Source: an optimization exercise on an open RTL-to-GDS flow (aim: small area, a short achievable clock period and few clock cycles per item). Production flows keep margins and buffers that such runs may drop.
The RTL was checked by simulation tests, not by an equivalence proof against the original design.
Power and IR drop assume default switching activity.

===== flow/design.v =====
module MUL #(
    parameter                               WIDTH = 32
) (
    input                   [ 0 : 0]            clk,
    input                   [ 0 : 0]            rst,
    input                   [ 0 : 0]            start,
    input                   [ 31 : 0]            a,
    input                   [ 31 : 0]            b,
    output      reg         [ 63 : 0]            res,
    output      reg         [ 0 : 0]            finish
);
reg [30 : 0]     multiplicand;        
reg [62 : 0]     product;             
reg [30 : 0]     add;
localparam IDLE = 2'b00;             
localparam INIT = 2'b01;             
localparam CALC = 2'b10;             
localparam DONE = 2'b11;             
reg [1:0] current_state, next_state;
reg [0:0] calc;
reg [4:0] count;
reg [0:0] flag;
always @(posedge clk) begin
    if(rst) begin
        current_state <= IDLE;
    end
    else begin
        current_state <= next_state;
    end
end
always @(*) begin
    next_state = current_state;
    calc = 0;
    case (current_state)
            IDLE: begin
                if(start) begin
                    next_state = INIT;
                end
            end
            INIT: begin
                next_state = CALC;
                calc = 0;
            end
            CALC: begin
                calc = 1;
                if(count==5'b11110) begin
                    calc = 0;
                    next_state = DONE;
                end
            end
            DONE: begin
                next_state = IDLE;
            end
    endcase
end
always @(posedge clk) begin
    if(current_state==INIT) begin
        multiplicand <= a[30:0];
        product <= {32'b0,{b[30:0]}};
        count <= 0;
        flag <= a[31]^b[31];
    end
    if(current_state==CALC)begin
        if(calc)begin
            product <= {1'b0,{product[62:31] + {1'b0,{add[30:0]}}},{product[30:1]}};
            count <= count+1;
        end
        else begin
            product <= {{product[62:31] + {1'b0,{add[30:0]}}},{product[30:0]}};
        end
    end
end
always @(*) begin
    if(product[0]==1)
        add = multiplicand;
    else
        add = 0;
end
always @(*)
    finish = (current_state == DONE);
always @(*) begin
    res = {{flag[0]},1'b0,{product[62:1]}};
end
endmodule

===== flow/run.sh =====
#!/bin/bash
# synth_recipe.tcl (not shown) runs the flow's synth.tcl, then flattens the netlist and writes it again
# the make line also repeats each setting of config.mk as NAME=value (left out here)
make -C /OpenROAD-flow-scripts/flow DESIGN_CONFIG=/design/flow/config.mk WORK_HOME=/design/flow/orfs CLKGATE_MAP_FILE= SYNTH_SCRIPT=/design/flow/synth_recipe.tcl finish

===== flow/config.mk =====
export PLATFORM = sky130hd
export DESIGN_NAME = MUL
export DESIGN_NICKNAME = MUL
export VERILOG_FILES = /design/flow/design.v
export SDC_FILE = /design/flow/constraint.sdc
export NUM_CORES = 4
export LEC_CHECK = 0
export CAP_MARGIN = 20
export CORE_MARGIN = 2
export CORE_UTILIZATION = 40
export SLEW_MARGIN = 20

===== flow/constraint.sdc =====
create_clock -name core_clock -period 4.0 [get_ports {clk}]
set_input_delay 0.8000 -clock core_clock [delete_from_list [all_inputs] [get_ports {clk}]]
set_output_delay 0.8000 -clock core_clock [all_outputs]
set_load 0.01 [all_outputs]

==> out/metrics.yaml <==
run_status:
  status: "timing/DRC/antenna clean"
synth:
  synth_fp_nets: 759
  synth-warning-count: 1
  synth_cell_types: 58
  synthesis.area_mm2: 0.006518
  synth_area_leader_cell: "edfxtp_1"
  synth_area_per_cell_um2: 9.981
  ys_seq_elements: 102
  ys_top_cells_by_area: "edfxtp_1 (44%), buf_4 (7.4%), ha_1 (7.3%)"
  synth_top_area_share: 0.4377
  synth_flop_cell: "edfxtp_1"
  yosysSeqAreaShare: 0.4592
  async_flop_share: 0
  synthCells: 653
  synth_edf_count: 95
cells_and_area:
  final_common_cell: "clkdlybuf4s50_1"
  nFillCells: 1469
  layout.cells.non_filler: 927
  fin_util: 0.4939
  syn_to_final_growth_pct: 20.39
  mostFrequentLayoutCells: "clkdlybuf4s50_1 (130), edfxtp_1 (95), nand2_1 (81), a21oi_1 (45), ha_1 (38)"
  diodes: 0
  final_area_mm2: 0.007846
  final_layout_size_suffix_gt1_frac: 0.05345
  nets: 812
job:
  cap_violations: 0
detailed_routing:
  route.antenna.remaining_nets: 0
  vias_per_cell: 5.324
  drc: 0
  dr_total_vias: 4935
  drt_iter0_drc: 349
  wl_per_cell_um: 17.34
  wl_mm: 16.08
  dr.pass1.iters: 5
power:
  peakVddDrop_mv: 0.3687
  power.density_mw_per_mm2: 848.2
  p_total_w: 0.006655
  leakage_nw: 2.902
timing:
  worst_slew_pin_slew_ps: 769.7
  period_minus_slack_ps: 3470
  tns_ps: 0
  timing.fmax_mhz: 288.2
  hold_viol_final: 0
  slew_violations: 0
  rsz0062_at_grt: "no"
  setup_violations: 0
  skew_ps: 13.04
  timing.final.crit_share: 0.8674
  max_slew_margin: 0.4869
place:
  place.gp.congestion: 0.8416
  hpwl_mm: 11.46
  dp.cells: 911
  portBuffers: 130
  dpl-instance-area_mm2: 0.007559
cts:
  path_clk_slew_ps: 80
  ctsHtreeMaxLevel: 3
  hold_buffers: 0
  cts_max_path_buffers: 2
  cts_tree: "yes"
  ctsResizeCount: 0
  clock_sinks: 102
  cts_setup_buffers: 0
  cts_buffers: 9
  cts_root_buffer: "clkbuf_16"
  clkLatencyLatePin_ps: 360
min_path:
  min-delay-path-class: "reg -> reg"
floorplanning:
  num_io_pins: 132
  die_h_um: 131.6
  dieArea_mm2: 0.01733
  die_w_um: 131.6
  initial_utilization: 0.4103
  core-area_mm2: 0.01589
  rows: 46
critical_path:
  cp_max_fo: 28
  r2r_slack_ps: 530
  cp.arrival_ps: 3550
  cp.required_ps: 4080
  end_kind: "register"
  worstSetupPathType: "reg -> reg"
  start_kind: "register"
grt:
  overflow: 0
  grt_pass1_wl_mm: 26.03
  grt_max_degree: 57
  antenna_found_initial: 0
  grt_use_total: 0.1870
  grt_pass1_vias: 5149
state kept, by name, indices dropped and copies added (netlist names):
| signal | flops |
|---|---|
| product | 63 |
| flag | 1 |
| current_state | 2 |
| multiplicand | 31 |
| count | 5 |
metrics by stage:
step,setup slack [ps],hold slack (ps)
floorplan,607.1,475.3
detailed placement,544.9,515.3
CTS,526.5,525.9
global placement,620.4,487.4
finish,530.3,524.9
global route,338.1,549.0
critical path, stage by stage, from the launching register on:
cell,delay [ps]
edfxtp_1,430
buf_4,250
and2_1,210
fa_1,430
a21o_1,220
a221oi_2,390
o21ai_2,140
or2_1,270
and3_1,190
or4_1,430
o211ai_2,110
o221ai_2,120
logic make-up (layout without fill, tap and decap cells):
group           count (synthesis)  in the layout  share of synthesized area
simple gates                  211            211                     0.1559
flops                         102            102                     0.4592
xor+xnor                       27             27                    0.03628
mux                             2              2                   0.003264
fa+ha+maj                      39             39                    0.07602
buf+inv                       109            167                    0.09963
other cells                     1              1                  0.0005754
compound gates                162            162                     0.1691
Yosys cell counts, types with 2 or more instances:
cell        n
a21o_1     13
o21ai_1     7
ha_1       38
nand2_1    82
nand3_1    20
buf_4      64
nor4_1      2
o2bb2ai_1  31
nor2_1     33
a31oi_1     2
a221o_1     2
nand2b_1    3
xor2_1     11
inv_1      11
o21ai_0    23
or4_1       2
xnor2_1    16
nor3_1      4
nor2b_1     2
and2_1     37
or2_2       2
edfxtp_1   95
buf_1       4
nand4_1     9
dfxtp_1     7
a211oi_1    5
o22ai_1     5
a21oi_1    45
o21bai_1    9
a31o_2      2
and3_1      7
o21a_1      3
or3_1       3
o31ai_1     2
clkbuf_1   29
metal layers:
metal  vias up  wire (um)  part of all wire  global-route usage
li1       2409          -                 -                   -
met1      2344       7136              0.44              0.2323
met2       164       7549              0.47              0.3109
met3        18       1177             0.073             0.05941
met4         0        212             0.013             0.05676
met5         -          0                 0                   0
worst paths after layout:
| kind | from | endpoint | depth (start not counted) |
|---|---|---|---|
| max | product[0]$_DFFE_PP_ | product[58]$_SDFFCE_PN0P_ | 11 |
| min | count[0]$_DFF_P_ | count[0]$_DFF_P_ | 2 |
| max reg2reg | product[0]$_DFFE_PP_ | product[58]$_SDFFCE_PN0P_ | 11 |
| min reg2reg | count[0]$_DFF_P_ | count[0]$_DFF_P_ | 2 |
cell type report:
type | count | area (um^2) | share of cell area
flip-flops and latches | 102 | 2993 | 0.3814
multi-input cells | 442 | 2882 | 0.3672
repair buffers | 139 | 1369 | 0.1745
well taps | 216 | 270.3 | 0.03444
clock buffers | 9 | 225.2 | 0.02870
clock inverters | 7 | 62.56 | 0.007973
inverters | 12 | 45.04 | 0.005741
report_power, final:
group,leakage [nW],total [W],switching [W],internal (W)
clock,0.145,0.000887,0.000447,0.000440
combinational,1.80,0.00376,0.00220,0.00156
sequential,0.960,0.00201,0.000235,0.00177
Testbench counts, summed over its fixed seeds: cycles 26,112, items 768.
